Background: an optimization exercise with open tools, aiming at small area and a short achievable clock period. Do not read the settings as production practice.
Where RTL was checked, it was by simulation tests only, not by an equivalence proof against the original.
No functional check of the RTL was part of run 1.

File: flow/design.v
module DSP(
input clk,
input rst,
input [15:0] dout,
output G2,
output [15:0] o
    );
reg [15:0] d0, d1, d2, d3, d4, d5, d6, d7;  
reg [18:0] sb;                              
reg [5:0]  co;                               
reg [3:0]  c;                               
reg [9:0]  q;                               
wire        old_ok = c[3];                  
wire [15:0] nd7    = ~(d7 & {16{old_ok}});    
wire [15:0] y;
wire rc1;
wire [2:0] ri1;
wire rc2;
wire [2:0] ri2;
wire rc3;
wire [2:0] ri3;
wire rc4;
wire [2:0] ri4;
wire rc5;
wire [0:0] ri5;
wire rc6;
wire [2:0] rit;
wire [18:0] r;
wire ap_g0;
wire ap_p0;
wire ap_g1;
wire ap_p1;
wire ap_g2;
wire ap_p2;
wire ap_g3;
wire ap_p3;
wire ap_g4;
wire ap_p4;
wire ap_g5;
wire ap_p5;
wire ap_g6;
wire ap_p6;
wire ap_g7;
wire ap_p7;
wire ap_g8;
wire ap_p8;
wire ap_g9;
wire ap_p9;
wire ap_g10;
wire ap_p10;
wire ap_g11;
wire ap_p11;
wire ap_g12;
wire ap_p12;
wire ap_g13;
wire ap_p13;
wire ap_g14;
wire ap_p14;
wire ap_g15;
wire ap_p15;
wire ap_g16;
wire ap_p16;
wire ap_g17;
wire ap_p17;
wire ap_g18;
wire ap_p18;
wire ap_g0c;
wire ap_G1;
wire ap_G2;
wire ap_P2;
wire ap_G3;
wire ap_P3;
wire ap_G4;
wire ap_P4;
wire ap_G5;
wire ap_P5;
wire ap_G6;
wire ap_P6;
wire ap_G7;
wire ap_P7;
wire ap_G8;
wire ap_P8;
wire ap_G9;
wire ap_P9;
wire ap_G10;
wire ap_G11;
wire ap_G12;
wire ap_P12;
wire ap_G13;
wire ap_P13;
wire ap_G14;
wire ap_P14;
wire ap_G15;
wire ap_P15;
wire ap_G16;
wire ap_P16;
wire ap_G17;
wire ap_P17;
wire ap_G18;
wire ap_P18;
wire ap_G19;
wire ap_G20;
wire ap_G21;
wire ap_G22;
wire ap_G23;
wire ap_P23;
wire ap_G24;
wire ap_P24;
wire ap_G25;
wire ap_P25;
wire ap_G26;
wire ap_P26;
wire ap_G27;
wire ap_G28;
wire ap_G29;
wire ap_G30;
wire ap_G31;
wire ap_G32;
wire ap_G33;
wire ap_G34;
wire ap_G35;
wire ap_G36;
wire ap_G37;
wire ap_s0;
wire ap_s1;
wire ap_s2;
wire ap_s3;
wire ap_s4;
wire ap_s5;
wire ap_s6;
wire ap_s7;
wire ap_s8;
wire ap_s9;
wire ap_s10;
wire ap_s11;
wire ap_s12;
wire ap_s13;
wire ap_s14;
wire ap_s15;
wire ap_s16;
wire ap_s17;
wire ap_s18;
wire [18:0] p;
wire ab0__g0;
wire ab0__p0;
wire ab0__g1;
wire ab0__p1;
wire ab0__g2;
wire ab0__p2;
wire ab0__G1;
wire ab0__P1;
wire ab0__G2;
wire ab0__G3;
wire ab0__s0;
wire ab0__s1;
wire ab0__s2;
wire ab1__g0;
wire ab1__p0;
wire ab1__g1;
wire ab1__p1;
wire ab1__g2;
wire ab1__p2;
wire ab1__G1;
wire ab1__P1;
wire ab1__G2;
wire ab1__G3;
wire ab1__s0;
wire ab1__s1;
wire ab1__s2;
wire ab2__g0;
wire ab2__p0;
wire ab2__g1;
wire ab2__p1;
wire ab2__g2;
wire ab2__p2;
wire ab2__G1;
wire ab2__P1;
wire ab2__G2;
wire ab2__G3;
wire ab2__s0;
wire ab2__s1;
wire ab2__s2;
wire ab3__g0;
wire ab3__p0;
wire ab3__g1;
wire ab3__p1;
wire ab3__g2;
wire ab3__p2;
wire ab3__G1;
wire ab3__P1;
wire ab3__G2;
wire ab3__G3;
wire ab3__s0;
wire ab3__s1;
wire ab3__s2;
wire ab4__g0;
wire ab4__p0;
wire ab4__g1;
wire ab4__p1;
wire ab4__g2;
wire ab4__p2;
wire ab4__G1;
wire ab4__P1;
wire ab4__G2;
wire ab4__G3;
wire ab4__s0;
wire ab4__s1;
wire ab4__s2;
wire ab5__g0;
wire ab5__p0;
wire ab5__s0;
wire [18:0] sb_next;
wire [5:0] co_next;
wire tx0;
wire tk1;
wire tx1;
wire tk2;
wire tx2;
wire tk3;
wire tx3;
wire tk4;
wire tx4;
wire tk5;
wire tx5;
wire tk6;
wire tx6;
wire tk7;
wire tx7;
wire tk8;
wire tx8;
wire tk9;
wire tx9;
wire tk10;
wire tx10;
wire tk11;
wire tx11;
wire tk12;
wire tx12;
wire tk13;
wire tx13;
wire tk14;
wire tx14;
wire tk15;
wire tx15;
wire tk16;
wire tx16;
wire tk17;
wire tx17;
wire tk18;
wire tx18;
wire tk19;
wire tx19;
wire tk20;
wire tx20;
wire tk21;
wire tx21;
wire tk22;
wire aq_g0;
wire aq_p0;
wire aq_g1;
wire aq_p1;
wire aq_g2;
wire aq_p2;
wire aq_g3;
wire aq_p3;
wire aq_g4;
wire aq_p4;
wire aq_g5;
wire aq_p5;
wire aq_g6;
wire aq_p6;
wire aq_g7;
wire aq_p7;
wire aq_g8;
wire aq_p8;
wire aq_g9;
wire aq_p9;
wire aq_g10;
wire aq_p10;
wire aq_g11;
wire aq_p11;
wire aq_g12;
wire aq_p12;
wire aq_g13;
wire aq_p13;
wire aq_g14;
wire aq_p14;
wire aq_g15;
wire aq_p15;
wire aq_g16;
wire aq_p16;
wire aq_g17;
wire aq_p17;
wire aq_g18;
wire aq_p18;
wire aq_g19;
wire aq_p19;
wire aq_g20;
wire aq_p20;
wire aq_g21;
wire aq_p21;
wire aq_g0c;
wire aq_G1;
wire aq_G2;
wire aq_P2;
wire aq_G3;
wire aq_P3;
wire aq_G4;
wire aq_P4;
wire aq_G5;
wire aq_P5;
wire aq_G6;
wire aq_P6;
wire aq_G7;
wire aq_P7;
wire aq_G8;
wire aq_P8;
wire aq_G9;
wire aq_P9;
wire aq_G10;
wire aq_P10;
wire aq_G11;
wire aq_P11;
wire aq_G12;
wire aq_G13;
wire aq_G14;
wire aq_P14;
wire aq_G15;
wire aq_P15;
wire aq_G16;
wire aq_P16;
wire aq_G17;
wire aq_P17;
wire aq_G18;
wire aq_P18;
wire aq_G19;
wire aq_P19;
wire aq_G20;
wire aq_P20;
wire aq_G21;
wire aq_P21;
wire aq_G22;
wire aq_G23;
wire aq_G24;
wire aq_G25;
wire aq_G26;
wire aq_P26;
wire aq_G27;
wire aq_P27;
wire aq_G28;
wire aq_P28;
wire aq_G29;
wire aq_P29;
wire aq_G30;
wire aq_P30;
wire aq_G31;
wire aq_P31;
wire aq_G32;
wire aq_G33;
wire aq_G34;
wire aq_G35;
wire aq_G36;
wire aq_G37;
wire aq_G38;
wire aq_G39;
wire aq_G40;
wire aq_G41;
wire aq_G42;
wire aq_G43;
wire aq_G44;
wire aq_G45;
wire aq_s0;
wire aq_s1;
wire aq_s2;
wire aq_s3;
wire aq_s4;
wire aq_s5;
wire aq_s6;
wire aq_s7;
wire aq_s8;
wire aq_s9;
wire aq_s10;
wire aq_s11;
wire aq_s12;
wire aq_s13;
wire aq_s14;
wire aq_s15;
wire aq_s16;
wire aq_s17;
wire aq_s18;
wire aq_s19;
wire aq_s20;
wire aq_s21;
wire [9:0] qn;
assign rc1 = co[0];
assign ri1 = sb[5:3] + 3'd1;
assign rc2 = co[1] | (sb[3] & sb[4] & sb[5] & rc1);
assign ri2 = sb[8:6] + 3'd1;
assign rc3 = co[2] | (sb[6] & sb[7] & sb[8] & rc2);
assign ri3 = sb[11:9] + 3'd1;
assign rc4 = co[3] | (sb[9] & sb[10] & sb[11] & rc3);
assign ri4 = sb[14:12] + 3'd1;
assign rc5 = co[4] | (sb[12] & sb[13] & sb[14] & rc4);
assign ri5 = sb[15:15] + 1'd1;
assign rc6 = co[5] | (sb[15] & rc5);
assign rit = sb[18:16] + 3'd1;
assign r = {(rc6 ? rit[2] : sb[18]), (rc6 ? rit[1] : sb[17]), (rc6 ? rit[0] : sb[16]), (rc5 ? ri5[0] : sb[15]), (rc4 ? ri4[2] : sb[14]), (rc4 ? ri4[1] : sb[13]), (rc4 ? ri4[0] : sb[12]), (rc3 ? ri3[2] : sb[11]), (rc3 ? ri3[1] : sb[10]), (rc3 ? ri3[0] : sb[9]), (rc2 ? ri2[2] : sb[8]), (rc2 ? ri2[1] : sb[7]), (rc2 ? ri2[0] : sb[6]), (rc1 ? ri1[2] : sb[5]), (rc1 ? ri1[1] : sb[4]), (rc1 ? ri1[0] : sb[3]), sb[2], sb[1], sb[0]};
assign ap_g0 = r[0] & nd7[0];
assign ap_p0 = r[0] ^ nd7[0];
assign ap_g1 = r[1] & nd7[1];
assign ap_p1 = r[1] ^ nd7[1];
assign ap_g2 = r[2] & nd7[2];
assign ap_p2 = r[2] ^ nd7[2];
assign ap_g3 = r[3] & nd7[3];
assign ap_p3 = r[3] ^ nd7[3];
assign ap_g4 = r[4] & nd7[4];
assign ap_p4 = r[4] ^ nd7[4];
assign ap_g5 = r[5] & nd7[5];
assign ap_p5 = r[5] ^ nd7[5];
assign ap_g6 = r[6] & nd7[6];
assign ap_p6 = r[6] ^ nd7[6];
assign ap_g7 = r[7] & nd7[7];
assign ap_p7 = r[7] ^ nd7[7];
assign ap_g8 = r[8] & nd7[8];
assign ap_p8 = r[8] ^ nd7[8];
assign ap_g9 = r[9] & nd7[9];
assign ap_p9 = r[9] ^ nd7[9];
assign ap_g10 = r[10] & nd7[10];
assign ap_p10 = r[10] ^ nd7[10];
assign ap_g11 = r[11] & nd7[11];
assign ap_p11 = r[11] ^ nd7[11];
assign ap_g12 = r[12] & nd7[12];
assign ap_p12 = r[12] ^ nd7[12];
assign ap_g13 = r[13] & nd7[13];
assign ap_p13 = r[13] ^ nd7[13];
assign ap_g14 = r[14] & nd7[14];
assign ap_p14 = r[14] ^ nd7[14];
assign ap_g15 = r[15] & nd7[15];
assign ap_p15 = r[15] ^ nd7[15];
assign ap_g16 = r[16] & 1'b1;
assign ap_p16 = r[16] ^ 1'b1;
assign ap_g17 = r[17] & 1'b1;
assign ap_p17 = r[17] ^ 1'b1;
assign ap_g18 = r[18] & 1'b1;
assign ap_p18 = r[18] ^ 1'b1;
assign ap_g0c = ap_g0 | (ap_p0 & 1'b1);
assign ap_G1 = ap_g1 | (ap_p1 & ap_g0c);
assign ap_G2 = ap_g3 | (ap_p3 & ap_g2);
assign ap_P2 = ap_p3 & ap_p2;
assign ap_G3 = ap_g5 | (ap_p5 & ap_g4);
assign ap_P3 = ap_p5 & ap_p4;
assign ap_G4 = ap_g7 | (ap_p7 & ap_g6);
assign ap_P4 = ap_p7 & ap_p6;
assign ap_G5 = ap_g9 | (ap_p9 & ap_g8);
assign ap_P5 = ap_p9 & ap_p8;
assign ap_G6 = ap_g11 | (ap_p11 & ap_g10);
assign ap_P6 = ap_p11 & ap_p10;
assign ap_G7 = ap_g13 | (ap_p13 & ap_g12);
assign ap_P7 = ap_p13 & ap_p12;
assign ap_G8 = ap_g15 | (ap_p15 & ap_g14);
assign ap_P8 = ap_p15 & ap_p14;
assign ap_G9 = ap_g17 | (ap_p17 & ap_g16);
assign ap_P9 = ap_p17 & ap_p16;
assign ap_G10 = ap_g2 | (ap_p2 & ap_G1);
assign ap_G11 = ap_G2 | (ap_P2 & ap_G1);
assign ap_G12 = ap_g6 | (ap_p6 & ap_G3);
assign ap_P12 = ap_p6 & ap_P3;
assign ap_G13 = ap_G4 | (ap_P4 & ap_G3);
assign ap_P13 = ap_P4 & ap_P3;
assign ap_G14 = ap_g10 | (ap_p10 & ap_G5);
assign ap_P14 = ap_p10 & ap_P5;
assign ap_G15 = ap_G6 | (ap_P6 & ap_G5);
assign ap_P15 = ap_P6 & ap_P5;
assign ap_G16 = ap_g14 | (ap_p14 & ap_G7);
assign ap_P16 = ap_p14 & ap_P7;
assign ap_G17 = ap_G8 | (ap_P8 & ap_G7);
assign ap_P17 = ap_P8 & ap_P7;
assign ap_G18 = ap_g18 | (ap_p18 & ap_G9);
assign ap_P18 = ap_p18 & ap_P9;
assign ap_G19 = ap_g4 | (ap_p4 & ap_G11);
assign ap_G20 = ap_G3 | (ap_P3 & ap_G11);
assign ap_G21 = ap_G12 | (ap_P12 & ap_G11);
assign ap_G22 = ap_G13 | (ap_P13 & ap_G11);
assign ap_G23 = ap_g12 | (ap_p12 & ap_G15);
assign ap_P23 = ap_p12 & ap_P15;
assign ap_G24 = ap_G7 | (ap_P7 & ap_G15);
assign ap_P24 = ap_P7 & ap_P15;
assign ap_G25 = ap_G16 | (ap_P16 & ap_G15);
assign ap_P25 = ap_P16 & ap_P15;
assign ap_G26 = ap_G17 | (ap_P17 & ap_G15);
assign ap_P26 = ap_P17 & ap_P15;
assign ap_G27 = ap_g8 | (ap_p8 & ap_G22);
assign ap_G28 = ap_G5 | (ap_P5 & ap_G22);
assign ap_G29 = ap_G14 | (ap_P14 & ap_G22);
assign ap_G30 = ap_G15 | (ap_P15 & ap_G22);
assign ap_G31 = ap_G23 | (ap_P23 & ap_G22);
assign ap_G32 = ap_G24 | (ap_P24 & ap_G22);
assign ap_G33 = ap_G25 | (ap_P25 & ap_G22);
assign ap_G34 = ap_G26 | (ap_P26 & ap_G22);
assign ap_G35 = ap_g16 | (ap_p16 & ap_G34);
assign ap_G36 = ap_G9 | (ap_P9 & ap_G34);
assign ap_G37 = ap_G18 | (ap_P18 & ap_G34);
assign ap_s0 = ap_p0 ^ 1'b1;
assign ap_s1 = ap_p1 ^ ap_g0c;
assign ap_s2 = ap_p2 ^ ap_G1;
assign ap_s3 = ap_p3 ^ ap_G10;
assign ap_s4 = ap_p4 ^ ap_G11;
assign ap_s5 = ap_p5 ^ ap_G19;
assign ap_s6 = ap_p6 ^ ap_G20;
assign ap_s7 = ap_p7 ^ ap_G21;
assign ap_s8 = ap_p8 ^ ap_G22;
assign ap_s9 = ap_p9 ^ ap_G27;
assign ap_s10 = ap_p10 ^ ap_G28;
assign ap_s11 = ap_p11 ^ ap_G29;
assign ap_s12 = ap_p12 ^ ap_G30;
assign ap_s13 = ap_p13 ^ ap_G31;
assign ap_s14 = ap_p14 ^ ap_G32;
assign ap_s15 = ap_p15 ^ ap_G33;
assign ap_s16 = ap_p16 ^ ap_G34;
assign ap_s17 = ap_p17 ^ ap_G35;
assign ap_s18 = ap_p18 ^ ap_G36;
assign p = {ap_s18, ap_s17, ap_s16, ap_s15, ap_s14, ap_s13, ap_s12, ap_s11, ap_s10, ap_s9, ap_s8, ap_s7, ap_s6, ap_s5, ap_s4, ap_s3, ap_s2, ap_s1, ap_s0};
assign ab0__g0 = p[0] & dout[0];
assign ab0__p0 = p[0] ^ dout[0];
assign ab0__g1 = p[1] & dout[1];
assign ab0__p1 = p[1] ^ dout[1];
assign ab0__g2 = p[2] & dout[2];
assign ab0__p2 = p[2] ^ dout[2];
assign ab0__G1 = ab0__g2 | (ab0__p2 & ab0__g1);
assign ab0__P1 = ab0__p2 & ab0__p1;
assign ab0__G2 = ab0__g1 | (ab0__p1 & ab0__g0);
assign ab0__G3 = ab0__G1 | (ab0__P1 & ab0__g0);
assign ab0__s0 = ab0__p0 ^ 1'b0;
assign ab0__s1 = ab0__p1 ^ ab0__g0;
assign ab0__s2 = ab0__p2 ^ ab0__G2;
assign ab1__g0 = p[3] & dout[3];
assign ab1__p0 = p[3] ^ dout[3];
assign ab1__g1 = p[4] & dout[4];
assign ab1__p1 = p[4] ^ dout[4];
assign ab1__g2 = p[5] & dout[5];
assign ab1__p2 = p[5] ^ dout[5];
assign ab1__G1 = ab1__g2 | (ab1__p2 & ab1__g1);
assign ab1__P1 = ab1__p2 & ab1__p1;
assign ab1__G2 = ab1__g1 | (ab1__p1 & ab1__g0);
assign ab1__G3 = ab1__G1 | (ab1__P1 & ab1__g0);
assign ab1__s0 = ab1__p0 ^ 1'b0;
assign ab1__s1 = ab1__p1 ^ ab1__g0;
assign ab1__s2 = ab1__p2 ^ ab1__G2;
assign ab2__g0 = p[6] & dout[6];
assign ab2__p0 = p[6] ^ dout[6];
assign ab2__g1 = p[7] & dout[7];
assign ab2__p1 = p[7] ^ dout[7];
assign ab2__g2 = p[8] & dout[8];
assign ab2__p2 = p[8] ^ dout[8];
assign ab2__G1 = ab2__g2 | (ab2__p2 & ab2__g1);
assign ab2__P1 = ab2__p2 & ab2__p1;
assign ab2__G2 = ab2__g1 | (ab2__p1 & ab2__g0);
assign ab2__G3 = ab2__G1 | (ab2__P1 & ab2__g0);
assign ab2__s0 = ab2__p0 ^ 1'b0;
assign ab2__s1 = ab2__p1 ^ ab2__g0;
assign ab2__s2 = ab2__p2 ^ ab2__G2;
assign ab3__g0 = p[9] & dout[9];
assign ab3__p0 = p[9] ^ dout[9];
assign ab3__g1 = p[10] & dout[10];
assign ab3__p1 = p[10] ^ dout[10];
assign ab3__g2 = p[11] & dout[11];
assign ab3__p2 = p[11] ^ dout[11];
assign ab3__G1 = ab3__g2 | (ab3__p2 & ab3__g1);
assign ab3__P1 = ab3__p2 & ab3__p1;
assign ab3__G2 = ab3__g1 | (ab3__p1 & ab3__g0);
assign ab3__G3 = ab3__G1 | (ab3__P1 & ab3__g0);
assign ab3__s0 = ab3__p0 ^ 1'b0;
assign ab3__s1 = ab3__p1 ^ ab3__g0;
assign ab3__s2 = ab3__p2 ^ ab3__G2;
assign ab4__g0 = p[12] & dout[12];
assign ab4__p0 = p[12] ^ dout[12];
assign ab4__g1 = p[13] & dout[13];
assign ab4__p1 = p[13] ^ dout[13];
assign ab4__g2 = p[14] & dout[14];
assign ab4__p2 = p[14] ^ dout[14];
assign ab4__G1 = ab4__g2 | (ab4__p2 & ab4__g1);
assign ab4__P1 = ab4__p2 & ab4__p1;
assign ab4__G2 = ab4__g1 | (ab4__p1 & ab4__g0);
assign ab4__G3 = ab4__G1 | (ab4__P1 & ab4__g0);
assign ab4__s0 = ab4__p0 ^ 1'b0;
assign ab4__s1 = ab4__p1 ^ ab4__g0;
assign ab4__s2 = ab4__p2 ^ ab4__G2;
assign ab5__g0 = p[15] & dout[15];
assign ab5__p0 = p[15] ^ dout[15];
assign ab5__s0 = ab5__p0 ^ 1'b0;
assign sb_next = {p[18:16], ab5__s0, ab4__s2, ab4__s1, ab4__s0, ab3__s2, ab3__s1, ab3__s0, ab2__s2, ab2__s1, ab2__s0, ab1__s2, ab1__s1, ab1__s0, ab0__s2, ab0__s1, ab0__s0};
assign co_next = {ab5__g0, ab4__G3, ab3__G3, ab2__G3, ab1__G3, ab0__G3};
assign tx0 = ~y[0] ^ y[6];
assign tk1 = ~y[0] & y[6];
assign tx1 = ~y[1] ^ y[7];
assign tk2 = ~y[1] & y[7];
assign tx2 = ~y[2] ^ y[8];
assign tk3 = ~y[2] & y[8];
assign tx3 = ~y[3] ^ y[9];
assign tk4 = ~y[3] & y[9];
assign tx4 = ~y[4] ^ y[10];
assign tk5 = ~y[4] & y[10];
assign tx5 = ~y[5] ^ y[11];
assign tk6 = ~y[5] & y[11];
assign tx6 = y[0] ^ ~y[6] ^ y[12];
assign tk7 = (y[0] & ~y[6]) | (y[0] & y[12]) | (~y[6] & y[12]);
assign tx7 = y[1] ^ ~y[7] ^ y[13];
assign tk8 = (y[1] & ~y[7]) | (y[1] & y[13]) | (~y[7] & y[13]);
assign tx8 = y[2] ^ ~y[8] ^ y[14];
assign tk9 = (y[2] & ~y[8]) | (y[2] & y[14]) | (~y[8] & y[14]);
assign tx9 = y[3] ^ ~y[9] ^ y[15];
assign tk10 = (y[3] & ~y[9]) | (y[3] & y[15]) | (~y[9] & y[15]);
assign tx10 = y[4] ^ ~y[10];
assign tk11 = y[4] & ~y[10];
assign tx11 = y[5] ^ ~y[11];
assign tk12 = y[5] & ~y[11];
assign tx12 = y[6] ^ ~y[12];
assign tk13 = y[6] & ~y[12];
assign tx13 = y[7] ^ ~y[13];
assign tk14 = y[7] & ~y[13];
assign tx14 = y[8] ^ ~y[14];
assign tk15 = y[8] & ~y[14];
assign tx15 = y[9] ^ ~y[15];
assign tk16 = y[9] & ~y[15];
assign tx16 = y[10] ^ 1'b1;
assign tk17 = y[10] & 1'b1;
assign tx17 = y[11] ^ 1'b1;
assign tk18 = y[11] & 1'b1;
assign tx18 = y[12] ^ 1'b1;
assign tk19 = y[12] & 1'b1;
assign tx19 = y[13] ^ 1'b1;
assign tk20 = y[13] & 1'b1;
assign tx20 = y[14] ^ 1'b1;
assign tk21 = y[14] & 1'b1;
assign tx21 = y[15] ^ 1'b1;
assign tk22 = y[15] & 1'b1;
assign aq_g0 = tx0 & 1'b0;
assign aq_p0 = tx0 ^ 1'b0;
assign aq_g1 = tx1 & tk1;
assign aq_p1 = tx1 ^ tk1;
assign aq_g2 = tx2 & tk2;
assign aq_p2 = tx2 ^ tk2;
assign aq_g3 = tx3 & tk3;
assign aq_p3 = tx3 ^ tk3;
assign aq_g4 = tx4 & tk4;
assign aq_p4 = tx4 ^ tk4;
assign aq_g5 = tx5 & tk5;
assign aq_p5 = tx5 ^ tk5;
assign aq_g6 = tx6 & tk6;
assign aq_p6 = tx6 ^ tk6;
assign aq_g7 = tx7 & tk7;
assign aq_p7 = tx7 ^ tk7;
assign aq_g8 = tx8 & tk8;
assign aq_p8 = tx8 ^ tk8;
assign aq_g9 = tx9 & tk9;
assign aq_p9 = tx9 ^ tk9;
assign aq_g10 = tx10 & tk10;
assign aq_p10 = tx10 ^ tk10;
assign aq_g11 = tx11 & tk11;
assign aq_p11 = tx11 ^ tk11;
assign aq_g12 = tx12 & tk12;
assign aq_p12 = tx12 ^ tk12;
assign aq_g13 = tx13 & tk13;
assign aq_p13 = tx13 ^ tk13;
assign aq_g14 = tx14 & tk14;
assign aq_p14 = tx14 ^ tk14;
assign aq_g15 = tx15 & tk15;
assign aq_p15 = tx15 ^ tk15;
assign aq_g16 = tx16 & tk16;
assign aq_p16 = tx16 ^ tk16;
assign aq_g17 = tx17 & tk17;
assign aq_p17 = tx17 ^ tk17;
assign aq_g18 = tx18 & tk18;
assign aq_p18 = tx18 ^ tk18;
assign aq_g19 = tx19 & tk19;
assign aq_p19 = tx19 ^ tk19;
assign aq_g20 = tx20 & tk20;
assign aq_p20 = tx20 ^ tk20;
assign aq_g21 = tx21 & tk21;
assign aq_p21 = tx21 ^ tk21;
assign aq_g0c = aq_g0 | (aq_p0 & 1'b1);
assign aq_G1 = aq_g1 | (aq_p1 & aq_g0c);
assign aq_G2 = aq_g3 | (aq_p3 & aq_g2);
assign aq_P2 = aq_p3 & aq_p2;
assign aq_G3 = aq_g5 | (aq_p5 & aq_g4);
assign aq_P3 = aq_p5 & aq_p4;
assign aq_G4 = aq_g7 | (aq_p7 & aq_g6);
assign aq_P4 = aq_p7 & aq_p6;
assign aq_G5 = aq_g9 | (aq_p9 & aq_g8);
assign aq_P5 = aq_p9 & aq_p8;
assign aq_G6 = aq_g11 | (aq_p11 & aq_g10);
assign aq_P6 = aq_p11 & aq_p10;
assign aq_G7 = aq_g13 | (aq_p13 & aq_g12);
assign aq_P7 = aq_p13 & aq_p12;
assign aq_G8 = aq_g15 | (aq_p15 & aq_g14);
assign aq_P8 = aq_p15 & aq_p14;
assign aq_G9 = aq_g17 | (aq_p17 & aq_g16);
assign aq_P9 = aq_p17 & aq_p16;
assign aq_G10 = aq_g19 | (aq_p19 & aq_g18);
assign aq_P10 = aq_p19 & aq_p18;
assign aq_G11 = aq_g21 | (aq_p21 & aq_g20);
assign aq_P11 = aq_p21 & aq_p20;
assign aq_G12 = aq_g2 | (aq_p2 & aq_G1);
assign aq_G13 = aq_G2 | (aq_P2 & aq_G1);
assign aq_G14 = aq_g6 | (aq_p6 & aq_G3);
assign aq_P14 = aq_p6 & aq_P3;
assign aq_G15 = aq_G4 | (aq_P4 & aq_G3);
assign aq_P15 = aq_P4 & aq_P3;
assign aq_G16 = aq_g10 | (aq_p10 & aq_G5);
assign aq_P16 = aq_p10 & aq_P5;
assign aq_G17 = aq_G6 | (aq_P6 & aq_G5);
assign aq_P17 = aq_P6 & aq_P5;
assign aq_G18 = aq_g14 | (aq_p14 & aq_G7);
assign aq_P18 = aq_p14 & aq_P7;
assign aq_G19 = aq_G8 | (aq_P8 & aq_G7);
assign aq_P19 = aq_P8 & aq_P7;
assign aq_G20 = aq_g18 | (aq_p18 & aq_G9);
assign aq_P20 = aq_p18 & aq_P9;
assign aq_G21 = aq_G10 | (aq_P10 & aq_G9);
assign aq_P21 = aq_P10 & aq_P9;
assign aq_G22 = aq_g4 | (aq_p4 & aq_G13);
assign aq_G23 = aq_G3 | (aq_P3 & aq_G13);
assign aq_G24 = aq_G14 | (aq_P14 & aq_G13);
assign aq_G25 = aq_G15 | (aq_P15 & aq_G13);
assign aq_G26 = aq_g12 | (aq_p12 & aq_G17);
assign aq_P26 = aq_p12 & aq_P17;
assign aq_G27 = aq_G7 | (aq_P7 & aq_G17);
assign aq_P27 = aq_P7 & aq_P17;
assign aq_G28 = aq_G18 | (aq_P18 & aq_G17);
assign aq_P28 = aq_P18 & aq_P17;
assign aq_G29 = aq_G19 | (aq_P19 & aq_G17);
assign aq_P29 = aq_P19 & aq_P17;
assign aq_G30 = aq_g20 | (aq_p20 & aq_G21);
assign aq_P30 = aq_p20 & aq_P21;
assign aq_G31 = aq_G11 | (aq_P11 & aq_G21);
assign aq_P31 = aq_P11 & aq_P21;
assign aq_G32 = aq_g8 | (aq_p8 & aq_G25);
assign aq_G33 = aq_G5 | (aq_P5 & aq_G25);
assign aq_G34 = aq_G16 | (aq_P16 & aq_G25);
assign aq_G35 = aq_G17 | (aq_P17 & aq_G25);
assign aq_G36 = aq_G26 | (aq_P26 & aq_G25);
assign aq_G37 = aq_G27 | (aq_P27 & aq_G25);
assign aq_G38 = aq_G28 | (aq_P28 & aq_G25);
assign aq_G39 = aq_G29 | (aq_P29 & aq_G25);
assign aq_G40 = aq_g16 | (aq_p16 & aq_G39);
assign aq_G41 = aq_G9 | (aq_P9 & aq_G39);
assign aq_G42 = aq_G20 | (aq_P20 & aq_G39);
assign aq_G43 = aq_G21 | (aq_P21 & aq_G39);
assign aq_G44 = aq_G30 | (aq_P30 & aq_G39);
assign aq_G45 = aq_G31 | (aq_P31 & aq_G39);
assign aq_s0 = aq_p0 ^ 1'b1;
assign aq_s1 = aq_p1 ^ aq_g0c;
assign aq_s2 = aq_p2 ^ aq_G1;
assign aq_s3 = aq_p3 ^ aq_G12;
assign aq_s4 = aq_p4 ^ aq_G13;
assign aq_s5 = aq_p5 ^ aq_G22;
assign aq_s6 = aq_p6 ^ aq_G23;
assign aq_s7 = aq_p7 ^ aq_G24;
assign aq_s8 = aq_p8 ^ aq_G25;
assign aq_s9 = aq_p9 ^ aq_G32;
assign aq_s10 = aq_p10 ^ aq_G33;
assign aq_s11 = aq_p11 ^ aq_G34;
assign aq_s12 = aq_p12 ^ aq_G35;
assign aq_s13 = aq_p13 ^ aq_G36;
assign aq_s14 = aq_p14 ^ aq_G37;
assign aq_s15 = aq_p15 ^ aq_G38;
assign aq_s16 = aq_p16 ^ aq_G39;
assign aq_s17 = aq_p17 ^ aq_G40;
assign aq_s18 = aq_p18 ^ aq_G41;
assign aq_s19 = aq_p19 ^ aq_G42;
assign aq_s20 = aq_p20 ^ aq_G43;
assign aq_s21 = aq_p21 ^ aq_G44;
assign qn = {aq_s21, aq_s20, aq_s19, aq_s18, aq_s17, aq_s16, aq_s15, aq_s14, aq_s13, aq_s12};
assign y = r[18:3];
always @(posedge clk) begin
  d0 <= dout;
  d1 <= d0;
  d2 <= d1;
  d3 <= d2;
  d4 <= d3;
  d5 <= d4;
  d6 <= d5;
  d7 <= d6;
  if (rst) begin
    sb <= 19'd0;
    co <= 6'd0;
    c  <= 4'd0;
    q  <= 10'd0;
  end else begin
    sb <= sb_next;
    co <= co_next;
    c  <= c + {3'd0, ~old_ok};
    q  <= qn;
  end
end
assign o  = {6'd0, q};
assign G2 = 1'b0;
endmodule
File: flow/flow/run.sh
#!/bin/bash
# Standard layout (bash standard.sh: the standard flow's own synthesis and ORFS steps), with
# two changes:
# - the port buffers are buf_2 cells instead of the default choice
#   (clkdlybuf4s50_1, a delay cell); every port is still buffered;
# - timing repair aims for 11.7 ns of setup slack at the design's clock period,
#   so the resizer speeds up the critical paths instead of stopping once the
#   16 ns period is met;
# - clock tree synthesis inserts no dummy loads.
# The full output of the layout goes to standard.log.
set -euo pipefail
export BUFFER_PORTS_ARGS="-buffer_cell sky130_fd_sc_hd__buf_2"
export SETUP_SLACK_MARGIN=11.7
export CTS_ARGS="-sink_clustering_enable -repair_clock_nets -buf_list {sky130_fd_sc_hd__clkbuf_4 sky130_fd_sc_hd__clkbuf_8} -dont_use_dummy_load"
bash standard.sh > standard.log 2>&1
File: flow/standard.sh
#!/bin/bash
# synth_recipe.tcl (not shown) runs the flow's synth.tcl, then flattens the netlist and writes it again
# the make line also repeats each setting of config.mk as NAME=value (left out here)
make -C /OpenROAD-flow-scripts/flow DESIGN_CONFIG=/design/flow/config.mk WORK_HOME=/design/flow/orfs CLKGATE_MAP_FILE= SYNTH_SCRIPT=/design/flow/synth_recipe.tcl "${@:-finish}"
File: flow/config.mk
export PLATFORM = sky130hd
export DESIGN_NAME = DSP
export DESIGN_NICKNAME = DSP
export VERILOG_FILES = /design/flow/design.v
export SDC_FILE = /design/flow/constraint.sdc
export NUM_CORES = 4
export LEC_CHECK = 0
export CAP_MARGIN = 20
export CORE_MARGIN = 2
export CORE_UTILIZATION = 40
export CTS_BUF_LIST = sky130_fd_sc_hd__clkbuf_4 sky130_fd_sc_hd__clkbuf_8
export SLEW_MARGIN = 20
File: flow/constraint.sdc
create_clock -name core_clock -period 16.0 [get_ports {clk}]
set_input_delay 3.2000 -clock core_clock [delete_from_list [all_inputs] [get_ports {clk}]]
set_output_delay 3.2000 -clock core_clock [all_outputs]
set_load 0.01 [all_outputs]
==> impl_metrics.toml, run 1 <==
[run_status]
status = "finished clean"

[die]
initial_core_util_pct = 41.2
ios = 35
fp.coreArea_sq_um = 14600
dieArea_sq_um = 16000
die_x_um = 127
die_h_um = 127
placementRows = 44

[logic_synthesis]
synthCells = 500
yosysMostFrequentCell = "dfxtp_1"
ys_top_cells_by_area = "dfxtp_1 56%, ha_1 16%, fa_1 4.7%, xnor2_1 3.4%, nor2_1 2.2%"
synth_common_cells = "167 x dfxtp_1, 78 x ha_1, 35 x nor2_1"
syn_area_per_cell_sq_um = 12.0
synth_top_area_share_pct = 55.7
async_flop_share_pct = 0
synth-main-ff-cell = "dfxtp_1"
yosys_warnings = 1
synth_edf_count = 0
ys_types = 36
syn-cell-area_sq_um = 6010
synth.largest_area_cell = "dfxtp_1"
synth-seq-area-share_pct = 55.7
ys_seq_elements = 167

[critical_path]
r2r_cells = 19
critPathMaxFanout = 4
crit_type = "reg -> reg"
cp.arrival_ns = 4.57
rrSetupSlack_ns = 11.73
cp.required_ns = 16.30
end_kind = "flip-flop"
regToRegEndpoint = "q[4]"
reg2reg_from = "sb[4]"
critPathLaunchType = "flip-flop"

[timing]
period_share_pct = 26.7
fin_worst_skew_ns = 0.0243
rsz0062_at_grt = "yes"
worst_slack_ns = 11.73
hold_viol = 0
slew_headroom_pct = 50.5
fmax_mhz = 234
period_needed_ns = 4.27
setup_tns_ns = 0
holdWs_ns = 0.303
setup_violations = 0
tightest_slew_ns = 0.742
finalMaxSlewViolations = 0

[cts]
cts_buffers = 17
clock_sinks = 167
htreeDepth = 4
cts_tree = "yes"
cts_buffer_depth = 2
clockRootBuffer = "clkbuf_8"
cts.clk_slew.worst_paths_ns = 0.08
clk_latency_ns = 0.44

[place]
port-buffer-count = 27
pre_cts_slack_ns = 11.29
hpwl_mm = 6.71
gp_congestion = 0.758

[hold_path]
min_to = "d5[12]"
min_from = "d4[12]"
hp-class = "reg -> reg"
hold_path_depth = 0

[cells_and_area]
antennaDiodeCount = 0
layout-area-overhead-vs-synth_pct = 12.8
drive_above_1_share_pct = 15.8
finalNetCount = 658
nFillCells = 1324

[drt]
ant_nets = 0
drtIter0Drc = 134
routed_wl_mm = 9.17
avgViaCountPerCell = 4.59
firstDrtPassIters = 4
drc = 0
avgRoutedWirePerCell_um = 12.6
vias = 3350

[grt]
grt_max_degree = 42
grt_overflow_total = 0
antenna_found_initial = 0
met3_usage_pct = 3.75
grt_busiest_layer = "met2"
grt_usage_pct = 12.8
gr-usage-met2_pct = 19.8
grt_pass1_vias = 3402
use_met1_pct = 16.3
grt_pass1_wl_mm = 15.9

[job]
drv_cap = 0
-- worst max-delay path, cell delays in order (launching register included) --
cell	delay, ns
dfxtp_2	0.33
ha_4	0.16
ha_4	0.15
a21o_4	0.21
a21oi_4	0.16
inv_2	0.06
a21oi_4	0.16
o21bai_1	0.11
ha_2	0.22
nor2_4	0.19
buf_6	0.13
mux2i_4	0.08
fa_1	0.51
inv_1	0.04
ha_1	0.26
nand4_1	0.12
or3_4	0.41
o221ai_4	0.27
fa_1	0.44
nor2b_1	0.13
-- worst max path at each step --
stage	start	endpoint	slack, ns	cells past startpoint
detailed placement	sb[3]	q[4]	11.29	18
global route	sb[4]	q[4]	11.54	19
global placement	sb[3]	q[4]	11.39	18
floorplan	sb[3]	q[4]	11.73	18
finish	sb[4]	q[4]	11.73	19
CTS	sb[3]	q[4]	11.72	18
-- placed cells by master, fill, tap and decap left out, types with 17 or more instances in the layout --
cell,count
dfxtp_1,164
ha_1,74
buf_2,27
nand2_1,31
a21oi_1,21
clkbuf_8,17
xnor2_1,21
nor2_1,34
nor2b_1,17
inv_1,25
-- logic make-up (layout without fill, tap and decap cells) --
family / count (synthesis) / after routing / synth area share, %
simple gates: 98 / 98 / 7.50
compound gates: 60 / 60 / 6.46
fa+ha+maj: 92 / 92 / 20.9
xor+xnor: 33 / 33 / 4.81
mux: 9 / 9 / 1.67
other cells: 1 / 7 / 0.0624
buf+inv: 40 / 80 / 2.94
flops: 167 / 167 / 55.7
-- area by class of cell --
| cell class | instances | area [sq um] | share of cell area [%] |
|---|---|---|---|
| sequential | 167 | 3350 | 49.4 |
| multi-input combinational | 299 | 2650 | 39.2 |
| tap | 184 | 230 | 3.40 |
| inverter | 27 | 101 | 1.50 |
| timing repair buffer | 36 | 206 | 3.05 |
| clock buffer | 17 | 234 | 3.45 |
-- per-stage QoR --
stage / instance area [sq um] / cells / util (%)
final: 6770 / 730 / 46.4
after global routing: 6770 / 730 / 46.4
after CTS: 6660 / 723 / 45.6
after detailed placement: 6330 / 704 / 43.4
after global placement: 6330 / 704 / 43.4
after floorplan: 6040 / 506 / -
-- sequential cells by signal, summed over array words and instances (netlist names), 6 cells and up --
register  count
d1           16
d6           16
d2           16
co            6
d5           16
sb           19
q            10
d4           16
d0           16
d7           16
d3           16
-- routing by layer --
layer  part of all wire, %  vias to the layer above  wire length, um
li1                      -                     1722                -
met1                    49                     1571             4450
met2                    46                       41             4250
met3                   3.2                       16              297
met4                   2.0                        0              180
met5                     0                        -                0
-- what timing repair did --
action                     in CTS  in global routing
hold endpoints to repair        0                  0
pin swaps                       5                 15
resized for setup              13                 15
setup buffers                   2                  7
setup endpoints to repair       7                 10
hold buffers                    0                  0
==> run 2, diff against run 1 <==
--- a/flow/design.v
+++ b/flow/design.v
@@ -7,24 +7,16 @@
     );
 reg [15:0] d0, d1, d2, d3, d4, d5, d6, d7;  
 reg [18:0] sb;                              
-reg [5:0]  co;                               
+reg [3:0]  co;                               
 reg [3:0]  c;                               
 reg [9:0]  q;                               
 wire        old_ok = c[3];                  
 wire [15:0] nd7    = ~(d7 & {16{old_ok}});    
 wire [15:0] y;
 wire rc1;
-wire [2:0] ri1;
 wire rc2;
-wire [2:0] ri2;
 wire rc3;
-wire [2:0] ri3;
 wire rc4;
-wire [2:0] ri4;
-wire rc5;
-wire [0:0] ri5;
-wire rc6;
-wire [2:0] rit;
 wire [18:0] r;
 wire ap_g0;
 wire ap_p0;
@@ -147,70 +139,78 @@
 wire ab0__p1;
 wire ab0__g2;
 wire ab0__p2;
+wire ab0__g3;
+wire ab0__p3;
 wire ab0__G1;
 wire ab0__P1;
 wire ab0__G2;
+wire ab0__P2;
 wire ab0__G3;
+wire ab0__G4;
+wire ab0__G5;
 wire ab0__s0;
 wire ab0__s1;
 wire ab0__s2;
+wire ab0__s3;
 wire ab1__g0;
 wire ab1__p0;
 wire ab1__g1;
 wire ab1__p1;
 wire ab1__g2;
 wire ab1__p2;
+wire ab1__g3;
+wire ab1__p3;
 wire ab1__G1;
 wire ab1__P1;
 wire ab1__G2;
+wire ab1__P2;
 wire ab1__G3;
+wire ab1__G4;
+wire ab1__G5;
 wire ab1__s0;
 wire ab1__s1;
 wire ab1__s2;
+wire ab1__s3;
 wire ab2__g0;
 wire ab2__p0;
 wire ab2__g1;
 wire ab2__p1;
 wire ab2__g2;
 wire ab2__p2;
+wire ab2__g3;
+wire ab2__p3;
 wire ab2__G1;
 wire ab2__P1;
 wire ab2__G2;
+wire ab2__P2;
 wire ab2__G3;
+wire ab2__G4;
+wire ab2__G5;
 wire ab2__s0;
 wire ab2__s1;
 wire ab2__s2;
+wire ab2__s3;
 wire ab3__g0;
 wire ab3__p0;
 wire ab3__g1;
 wire ab3__p1;
 wire ab3__g2;
 wire ab3__p2;
+wire ab3__g3;
+wire ab3__p3;
 wire ab3__G1;
 wire ab3__P1;
 wire ab3__G2;
+wire ab3__P2;
 wire ab3__G3;
+wire ab3__G4;
+wire ab3__G5;
 wire ab3__s0;
 wire ab3__s1;
 wire ab3__s2;
-wire ab4__g0;
-wire ab4__p0;
-wire ab4__g1;
-wire ab4__p1;
-wire ab4__g2;
-wire ab4__p2;
-wire ab4__G1;
-wire ab4__P1;
-wire ab4__G2;
-wire ab4__G3;
-wire ab4__s0;
-wire ab4__s1;
-wire ab4__s2;
-wire ab5__g0;
-wire ab5__p0;
-wire ab5__s0;
+wire ab3__s3;
 wire [18:0] sb_next;
-wire [5:0] co_next;
+wire [3:0] co_next;
 wire tx0;
 wire tk1;
 wire tx1;
@@ -393,18 +393,10 @@
 wire aq_s21;
 wire [9:0] qn;
 assign rc1 = co[0];
-assign ri1 = sb[5:3] + 3'd1;
-assign rc2 = co[1] | (sb[3] & sb[4] & sb[5] & rc1);
-assign ri2 = sb[8:6] + 3'd1;
-assign rc3 = co[2] | (sb[6] & sb[7] & sb[8] & rc2);
-assign ri3 = sb[11:9] + 3'd1;
-assign rc4 = co[3] | (sb[9] & sb[10] & sb[11] & rc3);
-assign ri4 = sb[14:12] + 3'd1;
-assign rc5 = co[4] | (sb[12] & sb[13] & sb[14] & rc4);
-assign ri5 = sb[15:15] + 1'd1;
-assign rc6 = co[5] | (sb[15] & rc5);
-assign rit = sb[18:16] + 3'd1;
-assign r = {(rc6 ? rit[2] : sb[18]), (rc6 ? rit[1] : sb[17]), (rc6 ? rit[0] : sb[16]), (rc5 ? ri5[0] : sb[15]), (rc4 ? ri4[2] : sb[14]), (rc4 ? ri4[1] : sb[13]), (rc4 ? ri4[0] : sb[12]), (rc3 ? ri3[2] : sb[11]), (rc3 ? ri3[1] : sb[10]), (rc3 ? ri3[0] : sb[9]), (rc2 ? ri2[2] : sb[8]), (rc2 ? ri2[1] : sb[7]), (rc2 ? ri2[0] : sb[6]), (rc1 ? ri1[2] : sb[5]), (rc1 ? ri1[1] : sb[4]), (rc1 ? ri1[0] : sb[3]), sb[2], sb[1], sb[0]};
+assign rc2 = co[1] | (sb[4] & sb[5] & sb[6] & sb[7] & rc1);
+assign rc3 = co[2] | (sb[8] & sb[9] & sb[10] & sb[11] & rc2);
+assign rc4 = co[3] | (sb[12] & sb[13] & sb[14] & sb[15] & rc3);
+assign r = {(sb[18] ^ (rc4 & sb[16] & sb[17])), (sb[17] ^ (rc4 & sb[16])), (sb[16] ^ (rc4)), (sb[15] ^ (rc3 & sb[12] & sb[13] & sb[14])), (sb[14] ^ (rc3 & sb[12] & sb[13])), (sb[13] ^ (rc3 & sb[12])), (sb[12] ^ (rc3)), (sb[11] ^ (rc2 & sb[8] & sb[9] & sb[10])), (sb[10] ^ (rc2 & sb[8] & sb[9])), (sb[9] ^ (rc2 & sb[8])), (sb[8] ^ (rc2)), (sb[7] ^ (rc1 & sb[4] & sb[5] & sb[6])), (sb[6] ^ (rc1 & sb[4] & sb[5])), (sb[5] ^ (rc1 & sb[4])), (sb[4] ^ (rc1)), sb[3], sb[2], sb[1], sb[0]};
 assign ap_g0 = r[0] & nd7[0];
 assign ap_p0 = r[0] ^ nd7[0];
 assign ap_g1 = r[1] & nd7[1];
@@ -526,70 +518,78 @@
 assign ab0__p1 = p[1] ^ dout[1];
 assign ab0__g2 = p[2] & dout[2];
 assign ab0__p2 = p[2] ^ dout[2];
-assign ab0__G1 = ab0__g2 | (ab0__p2 & ab0__g1);
-assign ab0__P1 = ab0__p2 & ab0__p1;
-assign ab0__G2 = ab0__g1 | (ab0__p1 & ab0__g0);
-assign ab0__G3 = ab0__G1 | (ab0__P1 & ab0__g0);
+assign ab0__g3 = p[3] & dout[3];
+assign ab0__p3 = p[3] ^ dout[3];
+assign ab0__G1 = ab0__g3 | (ab0__p3 & ab0__g2);
+assign ab0__P1 = ab0__p3 & ab0__p2;
+assign ab0__G2 = ab0__g2 | (ab0__p2 & ab0__g1);
+assign ab0__P2 = ab0__p2 & ab0__p1;
+assign ab0__G3 = ab0__g1 | (ab0__p1 & ab0__g0);
+assign ab0__G4 = ab0__G1 | (ab0__P1 & ab0__G3);
+assign ab0__G5 = ab0__G2 | (ab0__P2 & ab0__g0);
 assign ab0__s0 = ab0__p0 ^ 1'b0;
 assign ab0__s1 = ab0__p1 ^ ab0__g0;
-assign ab0__s2 = ab0__p2 ^ ab0__G2;
-assign ab1__g0 = p[3] & dout[3];
-assign ab1__p0 = p[3] ^ dout[3];
-assign ab1__g1 = p[4] & dout[4];
-assign ab1__p1 = p[4] ^ dout[4];
-assign ab1__g2 = p[5] & dout[5];
-assign ab1__p2 = p[5] ^ dout[5];
-assign ab1__G1 = ab1__g2 | (ab1__p2 & ab1__g1);
-assign ab1__P1 = ab1__p2 & ab1__p1;
-assign ab1__G2 = ab1__g1 | (ab1__p1 & ab1__g0);
-assign ab1__G3 = ab1__G1 | (ab1__P1 & ab1__g0);
+assign ab0__s2 = ab0__p2 ^ ab0__G3;
+assign ab0__s3 = ab0__p3 ^ ab0__G5;
+assign ab1__g0 = p[4] & dout[4];
+assign ab1__p0 = p[4] ^ dout[4];
+assign ab1__g1 = p[5] & dout[5];
+assign ab1__p1 = p[5] ^ dout[5];
+assign ab1__g2 = p[6] & dout[6];
+assign ab1__p2 = p[6] ^ dout[6];
+assign ab1__g3 = p[7] & dout[7];
+assign ab1__p3 = p[7] ^ dout[7];
+assign ab1__G1 = ab1__g3 | (ab1__p3 & ab1__g2);
+assign ab1__P1 = ab1__p3 & ab1__p2;
+assign ab1__G2 = ab1__g2 | (ab1__p2 & ab1__g1);
+assign ab1__P2 = ab1__p2 & ab1__p1;
+assign ab1__G3 = ab1__g1 | (ab1__p1 & ab1__g0);
+assign ab1__G4 = ab1__G1 | (ab1__P1 & ab1__G3);
+assign ab1__G5 = ab1__G2 | (ab1__P2 & ab1__g0);
 assign ab1__s0 = ab1__p0 ^ 1'b0;
 assign ab1__s1 = ab1__p1 ^ ab1__g0;
-assign ab1__s2 = ab1__p2 ^ ab1__G2;
-assign ab2__g0 = p[6] & dout[6];
-assign ab2__p0 = p[6] ^ dout[6];
-assign ab2__g1 = p[7] & dout[7];
-assign ab2__p1 = p[7] ^ dout[7];
-assign ab2__g2 = p[8] & dout[8];
-assign ab2__p2 = p[8] ^ dout[8];
-assign ab2__G1 = ab2__g2 | (ab2__p2 & ab2__g1);
-assign ab2__P1 = ab2__p2 & ab2__p1;
-assign ab2__G2 = ab2__g1 | (ab2__p1 & ab2__g0);
-assign ab2__G3 = ab2__G1 | (ab2__P1 & ab2__g0);
+assign ab1__s2 = ab1__p2 ^ ab1__G3;
+assign ab1__s3 = ab1__p3 ^ ab1__G5;
+assign ab2__g0 = p[8] & dout[8];
+assign ab2__p0 = p[8] ^ dout[8];
+assign ab2__g1 = p[9] & dout[9];
+assign ab2__p1 = p[9] ^ dout[9];
+assign ab2__g2 = p[10] & dout[10];
+assign ab2__p2 = p[10] ^ dout[10];
+assign ab2__g3 = p[11] & dout[11];
+assign ab2__p3 = p[11] ^ dout[11];
+assign ab2__G1 = ab2__g3 | (ab2__p3 & ab2__g2);
+assign ab2__P1 = ab2__p3 & ab2__p2;
+assign ab2__G2 = ab2__g2 | (ab2__p2 & ab2__g1);
+assign ab2__P2 = ab2__p2 & ab2__p1;
+assign ab2__G3 = ab2__g1 | (ab2__p1 & ab2__g0);
+assign ab2__G4 = ab2__G1 | (ab2__P1 & ab2__G3);
+assign ab2__G5 = ab2__G2 | (ab2__P2 & ab2__g0);
 assign ab2__s0 = ab2__p0 ^ 1'b0;
 assign ab2__s1 = ab2__p1 ^ ab2__g0;
-assign ab2__s2 = ab2__p2 ^ ab2__G2;
-assign ab3__g0 = p[9] & dout[9];
-assign ab3__p0 = p[9] ^ dout[9];
-assign ab3__g1 = p[10] & dout[10];
-assign ab3__p1 = p[10] ^ dout[10];
-assign ab3__g2 = p[11] & dout[11];
-assign ab3__p2 = p[11] ^ dout[11];
-assign ab3__G1 = ab3__g2 | (ab3__p2 & ab3__g1);
-assign ab3__P1 = ab3__p2 & ab3__p1;
-assign ab3__G2 = ab3__g1 | (ab3__p1 & ab3__g0);
-assign ab3__G3 = ab3__G1 | (ab3__P1 & ab3__g0);
+assign ab2__s2 = ab2__p2 ^ ab2__G3;
+assign ab2__s3 = ab2__p3 ^ ab2__G5;
+assign ab3__g0 = p[12] & dout[12];
+assign ab3__p0 = p[12] ^ dout[12];
+assign ab3__g1 = p[13] & dout[13];
+assign ab3__p1 = p[13] ^ dout[13];
+assign ab3__g2 = p[14] & dout[14];
+assign ab3__p2 = p[14] ^ dout[14];
+assign ab3__g3 = p[15] & dout[15];
+assign ab3__p3 = p[15] ^ dout[15];
+assign ab3__G1 = ab3__g3 | (ab3__p3 & ab3__g2);
+assign ab3__P1 = ab3__p3 & ab3__p2;
+assign ab3__G2 = ab3__g2 | (ab3__p2 & ab3__g1);
+assign ab3__P2 = ab3__p2 & ab3__p1;
+assign ab3__G3 = ab3__g1 | (ab3__p1 & ab3__g0);
+assign ab3__G4 = ab3__G1 | (ab3__P1 & ab3__G3);
+assign ab3__G5 = ab3__G2 | (ab3__P2 & ab3__g0);
 assign ab3__s0 = ab3__p0 ^ 1'b0;
 assign ab3__s1 = ab3__p1 ^ ab3__g0;
-assign ab3__s2 = ab3__p2 ^ ab3__G2;
-assign ab4__g0 = p[12] & dout[12];
-assign ab4__p0 = p[12] ^ dout[12];
-assign ab4__g1 = p[13] & dout[13];
-assign ab4__p1 = p[13] ^ dout[13];
-assign ab4__g2 = p[14] & dout[14];
-assign ab4__p2 = p[14] ^ dout[14];
-assign ab4__G1 = ab4__g2 | (ab4__p2 & ab4__g1);
-assign ab4__P1 = ab4__p2 & ab4__p1;
-assign ab4__G2 = ab4__g1 | (ab4__p1 & ab4__g0);
-assign ab4__G3 = ab4__G1 | (ab4__P1 & ab4__g0);
-assign ab4__s0 = ab4__p0 ^ 1'b0;
-assign ab4__s1 = ab4__p1 ^ ab4__g0;
-assign ab4__s2 = ab4__p2 ^ ab4__G2;
-assign ab5__g0 = p[15] & dout[15];
-assign ab5__p0 = p[15] ^ dout[15];
-assign ab5__s0 = ab5__p0 ^ 1'b0;
-assign sb_next = {p[18:16], ab5__s0, ab4__s2, ab4__s1, ab4__s0, ab3__s2, ab3__s1, ab3__s0, ab2__s2, ab2__s1, ab2__s0, ab1__s2, ab1__s1, ab1__s0, ab0__s2, ab0__s1, ab0__s0};
-assign co_next = {ab5__g0, ab4__G3, ab3__G3, ab2__G3, ab1__G3, ab0__G3};
+assign ab3__s2 = ab3__p2 ^ ab3__G3;
+assign ab3__s3 = ab3__p3 ^ ab3__G5;
+assign sb_next = {p[18:16], ab3__s3, ab3__s2, ab3__s1, ab3__s0, ab2__s3, ab2__s2, ab2__s1, ab2__s0, ab1__s3, ab1__s2, ab1__s1, ab1__s0, ab0__s3, ab0__s2, ab0__s1, ab0__s0};
+assign co_next = {ab3__G4, ab2__G4, ab1__G4, ab0__G4};
 assign tx0 = ~y[0] ^ y[6];
 assign tk1 = ~y[0] & y[6];
 assign tx1 = ~y[1] ^ y[7];
@@ -783,7 +783,7 @@
   d7 <= d6;
   if (rst) begin
     sb <= 19'd0;
-    co <= 6'd0;
+    co <= 4'd0;
     c  <= 4'd0;
     q  <= 10'd0;
   end else begin
==> flow/flow/run.sh (replaced) <==
#!/bin/bash
# Standard layout (bash standard.sh: the standard flow's own synthesis and ORFS steps), with
# three changes:
# - the port buffers are buf_2 cells instead of the default choice
#   (clkdlybuf4s50_1, a delay cell); every port is still buffered;
# - timing repair aims for 11.9 ns of setup slack at the design's clock period,
#   so the resizer speeds up the critical paths instead of stopping once the
#   16 ns period is met;
# - clock tree synthesis uses a sky130_fd_sc_hd__clkbuf_16 root buffer, sky130_fd_sc_hd__clkbuf_4 sky130_fd_sc_hd__clkbuf_8 buffers below it,
#   and inserts no dummy loads.
# The full output of the layout goes to standard.log.
set -euo pipefail
export BUFFER_PORTS_ARGS="-buffer_cell sky130_fd_sc_hd__buf_2"
export SETUP_SLACK_MARGIN=11.9
export CTS_ARGS="-sink_clustering_enable -repair_clock_nets -root_buf sky130_fd_sc_hd__clkbuf_16 -buf_list {sky130_fd_sc_hd__clkbuf_4 sky130_fd_sc_hd__clkbuf_8} -dont_use_dummy_load"
bash standard.sh > standard.log 2>&1
--- a/flow/config.mk
+++ b/flow/config.mk
@@ -8,5 +8,4 @@
 export CAP_MARGIN = 20
 export CORE_MARGIN = 2
 export CORE_UTILIZATION = 40
-export CTS_BUF_LIST = sky130_fd_sc_hd__clkbuf_4 sky130_fd_sc_hd__clkbuf_8
 export SLEW_MARGIN = 20
==> impl_metrics.toml, run 2 <==
[die]
placementRows = 44
die_x_um = 127
dieArea_sq_um = 16000
die_h_um = 127
ios = 35
fp.coreArea_sq_um = 14600
initial_core_util_pct = 41.1

[drt]
avgViaCountPerCell = 4.59
avgRoutedWirePerCell_um = 12.6
routed_wl_mm = 9.31
vias = 3380
drtIter0Drc = 111
ant_nets = 0
firstDrtPassIters = 6
drc = 0

[logic_synthesis]
synth_top_area_share_pct = 54.9
synth_edf_count = 0
yosys_warnings = 1
synth.largest_area_cell = "dfxtp_1"
yosysMostFrequentCell = "dfxtp_1"
syn-cell-area_sq_um = 6020
ys_seq_elements = 165
synth_common_cells = "165 x dfxtp_1, 82 x ha_1, 39 x nor2_1"
syn_area_per_cell_sq_um = 11.7
ys_types = 42
async_flop_share_pct = 0
synth-main-ff-cell = "dfxtp_1"
ys_top_cells_by_area = "dfxtp_1 55%, ha_1 17%, fa_1 4.0%, xor2_1 2.5%, nor2_1 2.4%"
synthCells = 514
synth-seq-area-share_pct = 54.9

[timing]
period_needed_ns = 4.04
fmax_mhz = 247
hold_viol = 0
tightest_slew_ns = 0.736
period_share_pct = 25.3
slew_headroom_pct = 50.9
rsz0062_at_grt = "yes"
setup_tns_ns = 0
fin_worst_skew_ns = 0.0187
holdWs_ns = 0.314
worst_slack_ns = 11.96
setup_violations = 0
finalMaxSlewViolations = 0

[critical_path]
max_stage_delay_ns = 0.40
critPathMaxFanout = 2
end_kind = "flip-flop"
cp.required_ns = 16.21
crit_type = "in -> reg"
critPathLaunchType = "primary input"
path_cells = "buf_2 -> ha_4 -> fa_2 -> a21o_1 -> a21oi_1 -> nor2_1"
cp.arrival_ns = 4.26
critPathSlowestCell = "fa_2"

[cells_and_area]
regMostFlops = "sb"
instances_no_fill = 737
layout_common_cells = "164 x dfxtp_1, 75 x ha_1, 39 x nor2_1"
layout-area-overhead-vs-synth_pct = 12.2
largest_reg_flops = 19
drive_above_1_share_pct = 14.1
antennaDiodeCount = 0
final_common_cell = "dfxtp_1"
finalNetCount = 667

[grt]
grt_usage_pct = 12.8
grt_busiest_layer = "met2"
use_met1_pct = 16.7
grt_max_degree = 41
grt_overflow_total = 0
met3_usage_pct = 4.43
grt_pass1_wl_mm = 16.0
antenna_found_initial = 0
grt_pass1_vias = 3424
gr-usage-met2_pct = 19.3

[run_status]
status = "finished clean"

[place]
hpwl_mm = 7.01
pre_cts_slack_ns = 11.59
gp_congestion = 0.823
port-buffer-count = 27
dp.cells = 718

[cts]
cts.clk_slew.worst_paths_ns = 0.07
cts_tree = "yes"
clk_latency_ns = 0.36
htreeDepth = 4
postCtsHoldBufs = 0
cts_buffers = 17
clockRootBuffer = "clkbuf_16"
clock_sinks = 165
cts_buffer_depth = 2

[hold_path]
hp-class = "reg -> reg"

[job]
drv_cap = 0
==> run 2: final cells by class <==
class / instances / area [sq um]
clock buffer: 17 / 245
fill: 1333 / 7890
inverter: 30 / 113
multi-input combinational: 312 / 2710
sequential: 165 / 3300
tap: 184 / 230
timing repair buffer: 29 / 150
==> run 2: worst max-delay path: cells and delay by family <==
| kind | cells | cell delay [ns] |
|---|---|---|
| adders and majority gates | 2 | 0.57 |
| AOI/OAI and AO/OA | 2 | 0.32 |
| buffers and inverters | 1 | 0.13 |
| and+or+nand+nor | 1 | 0.05 |
==> run 2: final timing paths <==
kind | start | endpoint | slack, ns | cells after the start
max | dout[12] | co[3] | 11.96 | 6
min | d6[2] | d7[2] | 0.31 | 0
max reg2reg | sb[5] | q[5] | 12.02 | 18
min reg2reg | d6[2] | d7[2] | 0.31 | 0
==> run 2: kinds of logic after synthesis <==
family	after synthesis	synth area share (%)
buffers and inverters	43	3.12
multiplexers	1	0.187
flip-flops	165	54.9
AO/OA/AOI/OAI	77	8.19
other	1	0.0623
AND/OR/NAND/NOR	100	7.73
adder cells (fa/ha/maj)	94	21.0
XOR/XNOR	33	4.80
==> run 2: stage by stage <==
step	instance area, sq um	utilization (%)
finish	6750	46.1
global route	6750	46.1
CTS	6690	45.7
detailed placement	6400	43.7
global placement	6400	43.7
floorplan	6110	-
==> run 2: metal layers <==
metal  up-vias  wire length, um
met5         -                0
met4         0              192
met3        14              372
met2        58             4090
met1      1533             4650
li1       1775                -
==> run 2: repair_timing <==
action,in CTS,in global routing
hold endpoints to repair,0,0
setup buffers,1,1
gates cloned,0,0
resized for setup,7,9
setup endpoints to repair,6,14
pin swaps,1,4
==> run 3, diff against run 2 <==
==> flow/flow/run.sh (replaced) <==
#!/bin/bash
# Standard layout (bash standard.sh: the standard flow's own synthesis and ORFS steps), with
# three changes:
# - the port buffers are buf_2 cells instead of the default choice
#   (clkdlybuf4s50_1, a delay cell); every port is still buffered;
# - timing repair aims for 11.9 ns of setup slack at the design's clock period,
#   so the resizer speeds up the critical paths instead of stopping once the
#   16 ns period is met;
# - clock tree synthesis uses a sky130_fd_sc_hd__clkbuf_16 root buffer, sky130_fd_sc_hd__clkbuf_8 buffers below it,
#   and inserts no dummy loads.
# The full output of the layout goes to standard.log.
set -euo pipefail
export BUFFER_PORTS_ARGS="-buffer_cell sky130_fd_sc_hd__buf_2"
export SETUP_SLACK_MARGIN=11.9
export CTS_ARGS="-sink_clustering_enable -repair_clock_nets -root_buf sky130_fd_sc_hd__clkbuf_16 -buf_list {sky130_fd_sc_hd__clkbuf_8} -dont_use_dummy_load"
bash standard.sh > standard.log 2>&1
==> impl_metrics.toml, run 3 <==
[run_status]
status = "finished clean"

[logic_synthesis]
synthCells = 514
ys_seq_elements = 165
synth_common_cells = "165 x dfxtp_1, 82 x ha_1, 39 x nor2_1"
synth-seq-area-share_pct = 54.9
syn-cell-area_sq_um = 6020
synth_top_area_share_pct = 54.9
synth.largest_area_cell = "dfxtp_1"
yosysMostFrequentCell = "dfxtp_1"
async_flop_share_pct = 0
syn_area_per_cell_sq_um = 11.7
yosys_warnings = 1
synth_edf_count = 0
synth-main-ff-cell = "dfxtp_1"
ys_types = 42
ys_top_cells_by_area = "dfxtp_1 55%, ha_1 17%, fa_1 4.0%, xor2_1 2.5%, nor2_1 2.4%"

[die]
die_h_um = 127
initial_core_util_pct = 41.1
die_x_um = 127
fp.coreArea_sq_um = 14600
ios = 35
placementRows = 44
dieArea_sq_um = 16000

[grt]
antenna_found_initial = 0
grt_usage_pct = 12.8
grt_max_degree = 41
use_met1_pct = 16.7
grt_overflow_total = 0
gr-usage-met2_pct = 19.3
grt_pass1_wl_mm = 16.0
met3_usage_pct = 4.43
grt_pass1_vias = 3424
grt_busiest_layer = "met2"

[cts]
postCtsHoldBufs = 0
clk_latency_ns = 0.36
cts_buffer_depth = 2
htreeDepth = 4
cts.clk_slew.worst_paths_ns = 0.07
clockRootBuffer = "clkbuf_16"
cts_tree = "yes"
cts_buffers = 17
clock_sinks = 165

[cells_and_area]
regMostFlops = "sb"
drive_above_1_share_pct = 14.1
largest_reg_flops = 19
layout-area-overhead-vs-synth_pct = 12.2
antennaDiodeCount = 0
final_common_cell = "dfxtp_1"
layout_common_cells = "164 x dfxtp_1, 75 x ha_1, 39 x nor2_1"
finalNetCount = 667
fin_area_sq_um = 6750

[critical_path]
rrSetupSlack_ns = 12.02
end_kind = "flip-flop"
critPathLaunchType = "primary input"
crit_family = "adder cells"
critPathBufInv = 1
critPathSlowestCell = "fa_2"
crit_type = "in -> reg"
path_cells = "buf_2 -> ha_4 -> fa_2 -> a21o_1 -> a21oi_1 -> nor2_1"
max_stage_delay_ns = 0.40
cp.required_ns = 16.21
critPathMaxFanout = 2
cp.arrival_ns = 4.26

[drt]
drtIter0Drc = 111
ant_nets = 0
avgRoutedWirePerCell_um = 12.6
vias = 3380
routed_wl_mm = 9.31
firstDrtPassIters = 6
drc = 0
avgViaCountPerCell = 4.59

[timing]
fmax_mhz = 247
slew_headroom_pct = 50.9
finalMaxSlewViolations = 0
period_share_pct = 25.3
setup_violations = 0
tightest_slew_ns = 0.736
hold_viol = 0
fin_worst_skew_ns = 0.0187
rsz0062_at_grt = "yes"
setup_tns_ns = 0
period_needed_ns = 4.04

[place]
hpwl_mm = 7.01
dpl_cell_area_sq_um = 6400
gp_congestion = 0.823
port-buffer-count = 27

[hold_path]
hp-class = "reg -> reg"

[job]
drv_cap = 0
run 3: final cells by class:
type                       count  area (sq um)
clock buffer                  17           245
tap                          184           230
timing repair buffer          29           150
multi-input combinational    312          2710
fill                        1333          7890
inverter                      30           113
sequential                   165          3300
run 3: cells by family after synthesis:
family | share of synthesized area (%)
AO/OA/AOI/OAI | 8.19
XOR/XNOR | 4.80
adder cells (fa/ha/maj) | 21.0
buffers and inverters | 3.12
flip-flops | 54.9
multiplexers | 0.187
other | 0.0623
AND/OR/NAND/NOR | 7.73
run 3: path summary, 6_finish.rpt:
| kind | end | start | cells past startpoint |
|---|---|---|---|
| setup / recovery | co[3] | dout[12] | 6 |
| hold / removal | d7[2] | d6[2] | 0 |
| setup reg to reg | q[5] | sb[5] | 18 |
| hold reg to reg | d7[2] | d6[2] | 0 |
run 3: per-stage QoR:
stage               util (%)  setup slack (ns)  cells  hold WS [ns]
floorplan                  -             11.82    520         0.310
global placement        43.7             11.63    718         0.310
detailed placement      43.7             11.59    718         0.312
CTS                     45.7             11.90    736         0.312
global route            46.1             11.81    737         0.312
finish                  46.1             11.96    737         0.314
run 3: worst reg2reg max path: stages, from the launching register on:
cell      delay (ns)
dfxtp_1         0.32
and3_1          0.21
a31oi_4         0.18
o21bai_1        0.11
ha_1            0.19
ha_1            0.18
ha_1            0.20
xor2_2          0.16
inv_1           0.10
fa_1            0.48
inv_1           0.04
ha_1            0.31
a41o_1          0.27
a21oi_2         0.18
o21ai_2         0.09
a21bo_2         0.23
fa_1            0.38
xnor2_1         0.17
nor2_1          0.05
run 3: per-layer routing:
metal	share of wire, %	vias up	routed length [um]
met4	2.1	0	192
met1	50	1533	4650
met2	44	58	4090
met5	0	-	0
li1	-	1775	-
met3	4.0	14	372
run 3: timing repair:
item                       4_1_cts  5_1_grt
setup endpoints to repair        6       14
buffers inserted                 1        1
pin swaps                        1        4
gates resized for setup          7        9

static timing again, ports no longer ideal:
In the flow no input, the clock included, has a driving cell. The finished layouts below were timed again as built, in two steps. Step 1: set_driving_cell puts a clkbuf_16 on clk and a buf_2 on each other input, an assumption about the parent block. Step 2 moves the port delays by t, midway between the first and last clock arrival at a register: inputs arrive t later, outputs are due t later. That takes back most of the time a late clock gives input paths. Slacks: no drivers / after step 1 / after step 2; pairs: no drivers / after step 1.
run | t, ns | setup WS [ns] | slew at the worst register clock pin (ns)
run 1 | 0.466 | 11.727 / 11.727 / 11.596 | 0.08 / 0.08
run 2 | 0.395 | 11.957 / 11.966 / 11.581 | 0.08 / 0.08
run 3 | 0.395 | 11.957 / 11.966 / 11.581 | 0.08 / 0.08
After both steps setup and hold are still met in every run listed.
